Source: an optimization exercise on an open RTL-to-GDS flow (aim: small area). Production flows keep margins and buffers that such runs may drop. Power and IR drop assume default switching activity.

Setup of main:
Design codec_fsm, start of the top module:
module codec_fsm #(
	parameter OVERSAMPLE 	= 250,
	parameter DATA_WIDTH 	= 32,
	parameter CHANNELS		= 2
)(
	input	wire 						xclk_i,
	input	wire						reset_n,
	input	wire	signed	[ 31:0 ] 	right_i,
	input	wire	signed	[ 31:0 ] 	left_i,
	output	wire	signed	[ 31:0 ]	right_o,
	output	wire	signed	[ 31:0 ]	left_o,
	output	wire						ready_o,
	output 	wire						bclk_o,
	output 	wire						daclrck_o,
	output	wire						dacdat_o,
	output	wire						adclrck_o,
	input	wire						adcdat_i
);
	reg			seg;
	reg [ 6:0 ]	cnt;
	reg			in_rst;
	reg			adc_d;					 
	reg [ 31:0 ]	sh_left, sh_right;		 
	reg [ 31:0 ]	adc_left_reg, adc_right_reg;
	wire rst		= ~reset_n;
	wire seg_end	= &cnt;
	wire window		= cnt[6];
	wire start		= ~seg & ( cnt == 7'd63 );		 
	wire shift		= window & cnt[0];
	wire load		= reset_n & start;
	wire sl			= reset_n & ~seg & shift;
	wire sr			= reset_n & seg & shift;
	always @( posedge xclk_i ) begin
		adc_d	<= adcdat_i;
		in_rst	<= rst;
		if( rst ) begin
			seg		<= 1'b0;
			cnt		<= 7'd63;
		end
		else if( seg_end ) begin
			seg		<= ~seg;
			cnt		<= 7'd3;
		end
		else begin
			cnt		<= cnt + 1'b1;
		end
	end
	always @( posedge xclk_i ) begin
		if( rst | load | sl )
			sh_left		<= ( {32{load}} & left_i ) | ( {32{sl}} & { sh_left[30:0], adc_d } );
		if( rst | load | sr )
  ...
==> module codec_fsm, before the edit <==
module codec_fsm #(
	parameter OVERSAMPLE 	= 250,
	parameter DATA_WIDTH 	= 32,
	parameter CHANNELS		= 2
)(
	input	wire 						xclk_i,
	input	wire						reset_n,
	input	wire	signed	[ 31:0 ] 	right_i,
	input	wire	signed	[ 31:0 ] 	left_i,
	output	wire	signed	[ 31:0 ]	right_o,
	output	wire	signed	[ 31:0 ]	left_o,
	output	wire						ready_o,
	output 	wire						bclk_o,
	output 	wire						daclrck_o,
	output	wire						dacdat_o,
	output	wire						adclrck_o,
	input	wire						adcdat_i
);
	reg			seg;
	reg [ 6:0 ]	cnt;
	reg			in_rst;
	reg			adc_d;					 
	reg [ 31:0 ]	sh_left, sh_right;		 
	reg [ 31:0 ]	adc_left_reg, adc_right_reg;
	wire rst		= ~reset_n;
	wire seg_end	= &cnt;
	wire window		= cnt[6];
	wire start		= ~seg & ( cnt == 7'd63 );		 
	wire shift		= window & cnt[0];
	wire load		= reset_n & start;
	wire sl			= reset_n & ~seg & shift;
	wire sr			= reset_n & seg & shift;
	always @( posedge xclk_i ) begin
		adc_d	<= adcdat_i;
		in_rst	<= rst;
		if( rst ) begin
			seg		<= 1'b0;
			cnt		<= 7'd63;
		end
		else if( seg_end ) begin
			seg		<= ~seg;
			cnt		<= 7'd3;
		end
		else begin
			cnt		<= cnt + 1'b1;
		end
	end
	always @( posedge xclk_i ) begin
		if( rst | load | sl )
			sh_left		<= ( {32{load}} & left_i ) | ( {32{sl}} & { sh_left[30:0], adc_d } );
		if( rst | load | sr )
			sh_right	<= ( {32{load}} & right_i ) | ( {32{sr}} & { sh_right[30:0], adcdat_i } );
	end
	always @( posedge xclk_i ) begin
		if( load ) begin
			adc_left_reg	<= sh_left;
			adc_right_reg	<= sh_right;
		end
	end
	wire lrck = ( seg ^ cnt[6] ) | in_rst;
	assign bclk_o		= cnt[0] ^ seg;
	assign daclrck_o	= lrck;
	assign adclrck_o	= lrck;
	assign ready_o		= ~seg & ( cnt == 7'd64 );
	assign dacdat_o		= window & ( seg ? ( ~seg_end & ( cnt[0] ? sh_right[30] : sh_right[31] ) ) : sh_left[31] );
	assign left_o		= adc_left_reg;
	assign right_o		= adc_right_reg;
endmodule
==> flow/config.mk <==
export PLATFORM = sky130hd
export DESIGN_NAME = codec_fsm
export DESIGN_NICKNAME = codec_fsm
export VERILOG_FILES = /design/flow/design.v
export SDC_FILE = /design/flow/constraint.sdc
export NUM_CORES = 4
export LEC_CHECK = 0
export CAP_MARGIN = 20
export CORE_MARGIN = 2
export CORE_UTILIZATION = 40
export SLEW_MARGIN = 20
==> flow/constraint.sdc <==
create_clock -name core_clock -period 5.0 [get_ports {xclk_i}]
set_input_delay 1.0000 -clock core_clock [delete_from_list [all_inputs] [get_ports {xclk_i}]]
set_output_delay 1.0000 -clock core_clock [all_outputs]
set_load 0.01 [all_outputs]
standard.sh (not shown) runs the stock make flow with config.mk's settings and CLKGATE_MAP_FILE= SYNTH_SCRIPT=/design/flow/synth_recipe.tcl, a recipe that flattens the netlist after the stock synthesis.
==> flow/flow/run.sh <==
#!/bin/bash
# Standard ORFS layout with small port buffers and a clock tree built from
# small clock buffers without dummy balancing loads.
set -euo pipefail
export BUFFER_PORTS_ARGS="-buffer_cell sky130_fd_sc_hd__buf_1"
export CTS_ARGS="-sink_clustering_enable -repair_clock_nets -buf_list {sky130_fd_sc_hd__clkbuf_2 sky130_fd_sc_hd__clkbuf_4} -dont_use_dummy_load"
bash standard.sh > standard.log 2>&1
Input changes introduced in the feature branch (baseline for comparison: main):
==> flow/design.v <==
module codec_fsm #(
	parameter OVERSAMPLE 	= 250,
	parameter DATA_WIDTH 	= 32,
	parameter CHANNELS		= 2
)(
	input	wire 						xclk_i,
	input	wire						reset_n,
	input	wire	signed	[ 31:0 ] 	right_i,
	input	wire	signed	[ 31:0 ] 	left_i,
	output	wire	signed	[ 31:0 ]	right_o,
	output	wire	signed	[ 31:0 ]	left_o,
	output	wire						ready_o,
	output 	wire						bclk_o,
	output 	wire						daclrck_o,
	output	wire						dacdat_o,
	output	wire						adclrck_o,
	input	wire						adcdat_i
);
	reg			half;
	reg [ 6:0 ]	cnt;
	reg			adc_d;				 
	reg [ 31:0 ]	sh_left, sh_right;		 
	reg [ 31:0 ]	adc_left_reg, adc_right_reg;
	wire rst		= ~reset_n;
	wire end_half	= ( cnt == 7'd124 );
	wire in_reset	= ( cnt == 7'd127 );
	wire start		= ( half & end_half ) | in_reset;	 
	wire first64	= ~cnt[6];
	wire shift_l	= ~half & first64 & cnt[0];
	wire shift_r	= half & first64 & cnt[0];
	always @( posedge xclk_i ) begin
		adc_d <= adcdat_i;
		if( rst ) begin
			half	<= 1'b0;
			cnt		<= 7'd127;
		end
		else if( end_half ) begin
			half	<= ~half;
			cnt		<= 7'd0;
		end
		else begin
			cnt		<= cnt + 1'b1;
		end
	end
	wire load		= reset_n & start;
	wire sl			= reset_n & shift_l;
	wire sr			= reset_n & shift_r;
	always @( posedge xclk_i ) begin
		if( rst | load | sl )
			sh_left		<= ( {32{load}} & left_i ) | ( {32{sl}} & { sh_left[30:0], adc_d } );
		if( rst | load | sr )
			sh_right	<= ( {32{load}} & right_i ) | ( {32{sr}} & { sh_right[30:0], adcdat_i } );
	end
	always @( posedge xclk_i ) begin
		if( load ) begin
			adc_left_reg	<= sh_left;
			adc_right_reg	<= sh_right;
		end
	end
	assign bclk_o		= cnt[0] ^ half;
	assign daclrck_o	= ~half;
	assign adclrck_o	= ~half;
	assign ready_o		= ~half & ( cnt == 7'd0 );
	assign dacdat_o		= half ? ( ( cnt[0] ? sh_right[30] : sh_right[31] ) & ( cnt < 7'd63 ) ) : ( sh_left[31] & first64 );
	assign left_o		= adc_left_reg;
	assign right_o		= adc_right_reg;
endmodule
- Compared with main, in the feature branch standard cell area after detailed placement roughly the same; clock transition at the registers of the reported paths roughly the same; die area lower.
- As far as remaining global-route overflow goes, the feature branch and main are indistinguishable; the numbers are identical.
- The run showing the greater clock power is main.
- Compared with main, the feature branch shows a higher largest vdd supply drop.
- Taking main as the reference, in the feature branch post-route total power moved down; share of cell area taken by multi-input logic gates picked up an extra 0.52 points; number of cell instances on the worst register-to-register path has increased; fill cell total of the finished layout lost about 4%.
- Worst hold slack after final layout in the feature branch is 0.0057 ns higher than in main
- In the feature branch the post-route standard cell area excluding fillers turned out about 0.7% higher than in main.
- When the feature branch is measured against main, its part of the power in the clock network turns out 1.6 points higher.
Function was not checked in any run of this note: the RTL went through the layout flow alone.

-- what the ideal ports hide --
The results above use ideal ports. As a check the final layouts listed here were re-extracted and re-timed, cells and wires unchanged.
Step 1 sets driving cells, clkbuf_16 on the clock port and buf_2 on the other inputs (assumed; they add their load-dependent delay and slew).
Step 2 also shifts input and output timing later by t, the mid clock arrival at the registers, as if the neighbouring blocks saw the same clock.
Slacks: no drivers / after step 1 / after step 2; pairs: no drivers / after step 1.
run	t, ns	setup slack, ns	worst register clock-pin slew, ns
main	0.536	2.179 / 2.149 / 1.989	0.11 / 0.11
the feature branch	0.531	2.056 / 2.028 / 1.855	0.11 / 0.11
After both steps setup and hold are still met in every run listed. For the feature branch, which loses most, drivers alone change the setup slack by -0.028 ns; drivers and shift together by -0.201 ns.
